Background: an optimization exercise with open tools, aiming at small area and a short achievable clock period. Do not read the settings as production practice.
RTL that was checked went through simulation tests only; none was proved equivalent to the original.
Power is estimated from default activity; no workload was simulated.

==> flow/design.v <==
module M216A_TopModule(
    input  wire       clk_i,
    input  wire       rst_i,
    input  wire [4:0] width_i,
    input  wire [4:0] height_i,
    output wire [7:0] index_x_o,
    output wire [7:0] index_y_o,
    output wire [3:0] strike_o
);
    wire [4:0] h = height_i;
    reg s10, s4, s3, s9, s13, s8, s78, s5, s6, s7, valid;
    reg ab0, ab1, ab2;    
    always @(posedge clk_i) begin
        valid <= |h[4:2];
        ab0 <= h == 5'd5 || h == 5'd10;
        ab1 <= h == 5'd6 || h == 5'd11 || h == 5'd12;
        ab2 <= h == 5'd4 || h == 5'd9 || h == 5'd12;
        s10 <= h == 5'd4;
        s4  <= h == 5'd6 || h == 5'd7;
        s3  <= h == 5'd8 || h == 5'd9;
        s9  <= h == 5'd11 || h == 5'd12;
        s13 <= h >= 5'd13;
        s8  <= h == 5'd4 || h == 5'd5;
        s78 <= h == 5'd7 || h == 5'd8;
        s5  <= h == 5'd9 || h == 5'd10;
        s6  <= h == 5'd5 || h == 5'd6;
        s7  <= h == 5'd10 || h == 5'd11;
    end
    wire [4:0] w = width_i;
    reg       started;
    reg [1:0] p;
    always @(posedge clk_i) begin
        if (rst_i) begin
            started <= 1'b0;
            p <= 2'd0;
        end else begin
            if (valid) started <= 1'b1;
            if (valid | started) p <= p + 2'd1;
        end
    end
    wire clr = ~started;
    reg  [52:1] RH, RT;
    wire [3:0] T1  = RT[4:1],   T2  = RT[8:5],   T3  = RT[12:9],  T4  = RT[16:13];
    wire [3:0] T5  = RT[20:17], T6  = RT[24:21], T7  = RT[28:25], T8  = RT[32:29];
    wire [3:0] T9  = RT[36:33], T10 = RT[40:37], T11 = RT[44:41], T12 = RT[48:45];
    wire [3:0] T13 = RT[52:49];
    wire [3:0] A0 = {4{s10}} & T10 | {4{s4}} & T4 | {4{s3}} & T3 | {4{s9}} & T9
                  | {4{s13}} & T13 | {4{ab0}};
    wire [3:0] A1 = {4{s8}} & T8 | {4{s78}} & T1 | {4{s5}} & T5 | {4{s13}} & T12
                  | {4{ab1}};
    wire [3:0] A2 = {4{s6}} & T6 | {4{s78}} & T2 | {4{s7}} & T7 | {4{s13}} & T11
                  | {4{ab2}};
    wire p01 = ~(s78 & s3);
    wire p02 = ~(s78 & s3 | s4 & s6 | s9 & s7);
    function cmp4;
        input [3:0] a, b;
        input c;
        integer i;
        reg r;
        begin
            r = c;
            for (i = 0; i < 4; i = i + 1)
                r = (~a[i] & b[i]) | (~a[i] & r) | (b[i] & r);
            cmp4 = r;
        end
    endfunction
    wire [3:0] klo = 4'd0 - w[3:0];
    wire [3:0] kn  = p[0] ? 4'd7 : klo;
    reg le01, le02, le12, f0, f1, f2;
    always @(posedge clk_i) begin
        le01 <= cmp4(A0, A1, p[0] ? le01 : p01);
        le02 <= cmp4(A0, A2, p[0] ? le02 : p02);
        le12 <= cmp4(A1, A2, ~p[0] | le12);
        f0   <= cmp4(A0, kn, ~p[0] | f0);
        f1   <= cmp4(A1, kn, ~p[0] | f1);
        f2   <= cmp4(A2, kn, ~p[0] | f2);
    end
    wire win0 = le01 & le02;
    wire win1 = ~le01 & le12;
    wire win2 = ~win0 & ~win1;
    wire fit = win0 & f0 | win1 & f1 | win2 & f2;
    reg wr0, wr1, wr2;
    always @(posedge clk_i) begin
        wr0 <= win0;
        wr1 <= win1;
        wr2 <= win2;
    end
    wire sel0 = p[0] ? wr0 : win0;    
    wire sel1 = p[0] ? wr1 : win1;
    wire sel2 = p[0] ? wr2 : win2;
    wire [3:0] Tsel = {4{sel0}} & A0 | {4{sel1}} & A1 | {4{sel2}} & A2;
    wire [3:0] cid = {4{win0 & s10}} & 4'd10 | {4{win0 & s4}} & 4'd4 | {4{win0 & s3}} & 4'd3
                   | {4{win0 & s9}} & 4'd9 | {4{win0 & s13}} & 4'd13
                   | {4{win1 & s8}} & 4'd8 | {4{win1 & s78}} & 4'd1 | {4{win1 & s5}} & 4'd5
                   | {4{win1 & s13}} & 4'd12
                   | {4{win2 & s6}} & 4'd6 | {4{win2 & s78}} & 4'd2 | {4{win2 & s7}} & 4'd7
                   | {4{win2 & s13}} & 4'd11;
    reg [4:0] wr;    
    reg [6:0] xq;
    reg inc;
    always @(posedge clk_i) begin
        wr <= width_i;
        if (p == 2'd2) xq[3:0] <= Tsel;
        if (p == 2'd3) xq[6:4] <= Tsel[2:0];
    end
    wire [4:0] lsum = xq[3:0] + wr[3:0];
    always @(posedge clk_i) inc <= lsum[4] | wr[4];
    wire [3:0] hsum = {1'b0, xq[6:4]} + {3'b0, inc};
    wire [3:0] sum = p[0] ? lsum[3:0] : hsum;    
    reg [3:0] code;
    always @(posedge clk_i) begin
        if (rst_i)
            code <= 4'd0;
        else if (p == 2'd2)
            code <= ~valid ? 4'd0 : (fit ? cid : 4'd15);
    end
    wire wph = p[0] ~^ p[1];    
    wire [3:0] wdat = sum & {4{~clr}};
    reg  [13:1] wen;
    integer s;
    always @(*) begin
        for (s = 1; s <= 13; s = s + 1)
            wen[s] = clr | (wph & (code == s));
    end
    always @(posedge clk_i) begin
        for (s = 1; s <= 13; s = s + 1) begin
            RH[4*s -: 4] <= RT[4*s -: 4];
            RT[4*s -: 4] <= wen[s] ? wdat : RH[4*s -: 4];
        end
    end
    reg [7:0] ytab;
    always @(*) begin
        case (code)
            4'd1:  ytab = 8'd0;
            4'd2:  ytab = 8'd8;
            4'd3:  ytab = 8'd16;
            4'd4:  ytab = 8'd25;
            4'd5:  ytab = 8'd32;
            4'd6:  ytab = 8'd42;
            4'd7:  ytab = 8'd48;
            4'd8:  ytab = 8'd59;
            4'd9:  ytab = 8'd64;
            4'd10: ytab = 8'd76;
            4'd11: ytab = 8'd80;
            4'd12: ytab = 8'd96;
            4'd13: ytab = 8'd112;
            default: ytab = 8'd128;
        endcase
    end
    reg ld, strike;
    always @(posedge clk_i) begin
        ld     <= ~rst_i & (p == 2'd1) & (code != 4'd0);
        strike <= code == 4'd15;
    end
    reg [6:0] xo, yo;
    reg       xy7;
    reg [3:0] so;
    always @(posedge clk_i) begin
        if (rst_i) begin
            xo  <= 7'd0;
            yo  <= 7'd0;
            xy7 <= 1'b0;
            so  <= 4'd0;
        end else if (ld) begin
            xo  <= strike ? 7'd0 : xq;
            yo  <= ytab[6:0];
            xy7 <= strike;
            if (strike) so <= so + 4'd1;
        end
    end
    assign index_x_o = {xy7, xo};
    assign index_y_o = {xy7, yo};
    assign strike_o  = so;
endmodule
==> flow/config.mk <==
export PLATFORM = sky130hd
export DESIGN_NAME = M216A_TopModule
export DESIGN_NICKNAME = M216A_TopModule
export VERILOG_FILES = /design/flow/design.v
export SDC_FILE = /design/flow/constraint.sdc
export NUM_CORES = 4
export LEC_CHECK = 0
export CAP_MARGIN = 20
export CORE_MARGIN = 2
export CORE_UTILIZATION = 40
export CTS_BUF_LIST = sky130_fd_sc_hd__clkbuf_4 sky130_fd_sc_hd__clkbuf_8
export GPL_TIMING_DRIVEN = 0
export SETUP_SLACK_MARGIN = 2.2
export SLEW_MARGIN = 20
export TNS_END_PERCENT = 5
==> flow/constraint.sdc <==
create_clock -name core_clock -period 4.0 [get_ports {clk_i}]
set_input_delay 0.8000 -clock core_clock [delete_from_list [all_inputs] [get_ports {clk_i}]]
set_output_delay 0.8000 -clock core_clock [all_outputs]
set_load 0.01 [all_outputs]
standard.sh (not shown) runs the stock make flow with config.mk's settings and CLKGATE_MAP_FILE= SYNTH_SCRIPT=/design/flow/synth_recipe.tcl, a recipe that flattens the netlist after the stock synthesis.
==> flow/flow/run.sh <==
#!/bin/bash
# Standard layout with two changes: the port buffers are buf_2 cells, and
# synthesis maps the logic with flow/abc.script instead of ORFS's
# abc_speed.script (same synthesis otherwise, so the registers are the
# standard synthesis's).  Each step's output goes to its own log here.
set -e
rm -rf scripts_abc
cp -r "$FLOW_HOME/scripts" scripts_abc
cp flow/abc.script scripts_abc/abc_speed.script
export BUFFER_PORTS_ARGS="-buffer_cell sky130_fd_sc_hd__buf_1"
bash standard.sh SCRIPTS_DIR="$PWD/scripts_abc" CTS_ARGS='-sink_clustering_enable -repair_clock_nets -dont_use_dummy_load -buf_list {sky130_fd_sc_hd__clkbuf_4 sky130_fd_sc_hd__clkbuf_8}' finish > standard.log 2>&1
==> flow/flow/abc.script <==
strash
&get -n
&fraig -x
&put
scorr
dc2
dretime
strash
&get -n
&dch -f
&nf
&put
Next try:
--- a/flow/design.v
+++ b/flow/design.v
@@ -6,17 +6,17 @@
     output wire [7:0] index_x_o,
     output wire [7:0] index_y_o,
     output wire [3:0] strike_o
 );
     wire [4:0] h = height_i;
-    reg s10, s4, s3, s9, s13, s8, s78, s5, s6, s7, valid;
+    reg s10, s4, s3, s9, s13, s8, s78, s5, s6, s7;
     reg ab0, ab1, ab2;    
+    wire idle = ~|h[4:2];
     always @(posedge clk_i) begin
-        valid <= |h[4:2];
-        ab0 <= h == 5'd5 || h == 5'd10;
-        ab1 <= h == 5'd6 || h == 5'd11 || h == 5'd12;
-        ab2 <= h == 5'd4 || h == 5'd9 || h == 5'd12;
+        ab0 <= idle || h == 5'd5 || h == 5'd10;
+        ab1 <= idle || h == 5'd6 || h == 5'd11 || h == 5'd12;
+        ab2 <= idle || h == 5'd4 || h == 5'd9 || h == 5'd12;
         s10 <= h == 5'd4;
         s4  <= h == 5'd6 || h == 5'd7;
         s3  <= h == 5'd8 || h == 5'd9;
         s9  <= h == 5'd11 || h == 5'd12;
         s13 <= h >= 5'd13;
@@ -25,10 +25,11 @@
         s5  <= h == 5'd9 || h == 5'd10;
         s6  <= h == 5'd5 || h == 5'd6;
         s7  <= h == 5'd10 || h == 5'd11;
     end
     wire [4:0] w = width_i;
+    wire valid = ~(ab0 & ab1 & ab2);
     reg       started;
     reg [1:0] p;
     always @(posedge clk_i) begin
         if (rst_i) begin
             started <= 1'b0;
@@ -145,15 +146,12 @@
             4'd12: ytab = 8'd96;
             4'd13: ytab = 8'd112;
             default: ytab = 8'd128;
         endcase
     end
-    reg ld, strike;
-    always @(posedge clk_i) begin
-        ld     <= ~rst_i & (p == 2'd1) & (code != 4'd0);
-        strike <= code == 4'd15;
-    end
+    wire ld = (p == 2'd2) & (code != 4'd0);
+    wire strike = code == 4'd15;
     reg [6:0] xo, yo;
     reg       xy7;
     reg [3:0] so;
     always @(posedge clk_i) begin
         if (rst_i) begin
The new run completed with no timing, DRC or antenna violations.
Via count goes down by 1.7%.
Final area goes down by 3.2%.
Core utilization hardly moves.
Critical path depth is unchanged.
Die area goes down by 1.8%.
Worst hold slack got worse by 0.0067 ns.
Wire length goes down by 2.7%.
Synthesized area goes down by 1.8%.
Clock skew goes down by 0.0050 ns.
Cell count goes down by 2.3%.
Only the layout flow was run in the second run of this note; the RTL was not checked for function there.

* * *

Setup of purple:
Starts from the design.v that is shown in full above.
Settings: LEC_CHECK=0, CAP_MARGIN=20, CORE_MARGIN=2, CORE_UTILIZATION=40, CTS_BUF_LIST=sky130_fd_sc_hd__clkbuf_4 sky130_fd_sc_hd__clkbuf_8, GPL_TIMING_DRIVEN=0, SETUP_SLACK_MARGIN=1.8, SLEW_MARGIN=20; clock period 4.0 ns.
==> flow/flow/run.sh <==
#!/bin/bash
# Standard layout with two changes: the port buffers are buf_2 cells, and
# synthesis maps the logic with flow/abc.script instead of ORFS's
# abc_speed.script (same synthesis otherwise, so the registers are the
# standard synthesis's).  Each step's output goes to its own log here.
set -e
rm -rf scripts_abc
cp -r "$FLOW_HOME/scripts" scripts_abc
cp flow/abc.script scripts_abc/abc_speed.script
export BUFFER_PORTS_ARGS="-buffer_cell sky130_fd_sc_hd__buf_2"
bash standard.sh SCRIPTS_DIR="$PWD/scripts_abc" CTS_ARGS='-sink_clustering_enable -repair_clock_nets -dont_use_dummy_load -buf_list {sky130_fd_sc_hd__clkbuf_4 sky130_fd_sc_hd__clkbuf_8}' finish > standard.log 2>&1
Scripts as last shown in full above: flow/flow/abc.script
Here is what was changed in the inputs of orange compared with purple.
diff --git a/flow/design.v b/flow/design.v
--- a/flow/design.v
+++ b/flow/design.v
@@ -8,13 +8,8 @@
     output wire [3:0] strike_o
 );
     wire [4:0] h = height_i;
-    reg s10, s4, s3, s9, s13, s8, s78, s5, s6, s7, valid;
-    reg ab0, ab1, ab2;    
+    reg s10, s4, s3, s9, s13, s8, s78, s5, s6, s7;
     always @(posedge clk_i) begin
-        valid <= |h[4:2];
-        ab0 <= h == 5'd5 || h == 5'd10;
-        ab1 <= h == 5'd6 || h == 5'd11 || h == 5'd12;
-        ab2 <= h == 5'd4 || h == 5'd9 || h == 5'd12;
         s10 <= h == 5'd4;
         s4  <= h == 5'd6 || h == 5'd7;
         s3  <= h == 5'd8 || h == 5'd9;
@@ -27,6 +22,7 @@
         s7  <= h == 5'd10 || h == 5'd11;
     end
     wire [4:0] w = width_i;
+    wire valid = s10 | s4 | s3 | s9 | s13 | s8 | s78 | s5 | s6 | s7;
     reg       started;
     reg [1:0] p;
     always @(posedge clk_i) begin
@@ -44,6 +40,9 @@
     wire [3:0] T5  = RT[20:17], T6  = RT[24:21], T7  = RT[28:25], T8  = RT[32:29];
     wire [3:0] T9  = RT[36:33], T10 = RT[40:37], T11 = RT[44:41], T12 = RT[48:45];
     wire [3:0] T13 = RT[52:49];
+    wire ab0 = ~(s10 | s4 | s3 | s9 | s13);
+    wire ab1 = ~(s8 | s78 | s5 | s13);
+    wire ab2 = ~(s6 | s78 | s7 | s13);
     wire [3:0] A0 = {4{s10}} & T10 | {4{s4}} & T4 | {4{s3}} & T3 | {4{s9}} & T9
                   | {4{s13}} & T13 | {4{ab0}};
     wire [3:0] A1 = {4{s8}} & T8 | {4{s78}} & T1 | {4{s5}} & T5 | {4{s13}} & T12
@@ -68,27 +67,20 @@
     wire [3:0] kn  = p[0] ? 4'd7 : klo;
     reg le01, le02, le12, f0, f1, f2;
     always @(posedge clk_i) begin
-        le01 <= cmp4(A0, A1, p[0] ? le01 : p01);
-        le02 <= cmp4(A0, A2, p[0] ? le02 : p02);
-        le12 <= cmp4(A1, A2, ~p[0] | le12);
-        f0   <= cmp4(A0, kn, ~p[0] | f0);
-        f1   <= cmp4(A1, kn, ~p[0] | f1);
-        f2   <= cmp4(A2, kn, ~p[0] | f2);
+        if (~p[1]) begin
+            le01 <= cmp4(A0, A1, p[0] ? le01 : p01);
+            le02 <= cmp4(A0, A2, p[0] ? le02 : p02);
+            le12 <= cmp4(A1, A2, ~p[0] | le12);
+            f0   <= cmp4(A0, kn, ~p[0] | f0);
+            f1   <= cmp4(A1, kn, ~p[0] | f1);
+            f2   <= cmp4(A2, kn, ~p[0] | f2);
+        end
     end
     wire win0 = le01 & le02;
     wire win1 = ~le01 & le12;
     wire win2 = ~win0 & ~win1;
     wire fit = win0 & f0 | win1 & f1 | win2 & f2;
-    reg wr0, wr1, wr2;
-    always @(posedge clk_i) begin
-        wr0 <= win0;
-        wr1 <= win1;
-        wr2 <= win2;
-    end
-    wire sel0 = p[0] ? wr0 : win0;    
-    wire sel1 = p[0] ? wr1 : win1;
-    wire sel2 = p[0] ? wr2 : win2;
-    wire [3:0] Tsel = {4{sel0}} & A0 | {4{sel1}} & A1 | {4{sel2}} & A2;
+    wire [3:0] Tsel = {4{win0}} & A0 | {4{win1}} & A1 | {4{win2}} & A2;
     wire [3:0] cid = {4{win0 & s10}} & 4'd10 | {4{win0 & s4}} & 4'd4 | {4{win0 & s3}} & 4'd3
                    | {4{win0 & s9}} & 4'd9 | {4{win0 & s13}} & 4'd13
                    | {4{win1 & s8}} & 4'd8 | {4{win1 & s78}} & 4'd1 | {4{win1 & s5}} & 4'd5
## What came out
Compared with purple, in orange flip-flop and latch count saw a decrease; highest ir drop seen on vdd now sits lower; post-route fraction of the period consumed by the critical path higher. Across both runs, area share of buffers outside the clock network was higher for orange than for purple. In the tables for orange and purple, fmax reads higher with purple. Diff orange..purple | number of standard cells in the final layout excluding fillers | negligible. Looking at critical path depth, orange sits 2 below purple. Looking only at die area, and setting everything else aside, the higher value of orange and purple goes to purple.

[port drivers added, routing unchanged]
How much do the figures lean on ideal ports? The routed layouts below were timed once more, with nothing changed but the port constraints. Step 1: set_driving_cell puts a clkbuf_16 on clk_i and a buf_2 on each other input, an assumption about the parent block. Step 2 moves the port delays by t, midway between the first and last clock arrival at a register: inputs arrive t later, outputs are due t later. That takes back most of the time a late clock gives input paths. Slacks: ideal / step 1 / step 2; pairs: ideal / step 1.
run	t (ns)	slack for setup (ns)	worst setup path at the end	clock arrival spread, ns	worst register clock-pin slew, ns
the first run of note 1	0.492	2.132 / 2.122 / 1.690	input to register	0.022 / 0.023	0.09 / 0.09
the second run of note 1	0.485	2.103 / 2.103 / 1.661	input to register	0.017 / 0.018	0.08 / 0.08
purple	0.476	1.940 / 1.940 / 1.571	input to register	0.021 / 0.021	0.08 / 0.08
orange	0.470	1.864 / 1.864 / 1.655	input to register	0.011 / 0.012	0.07 / 0.07
After both steps every run listed still meets setup and hold.
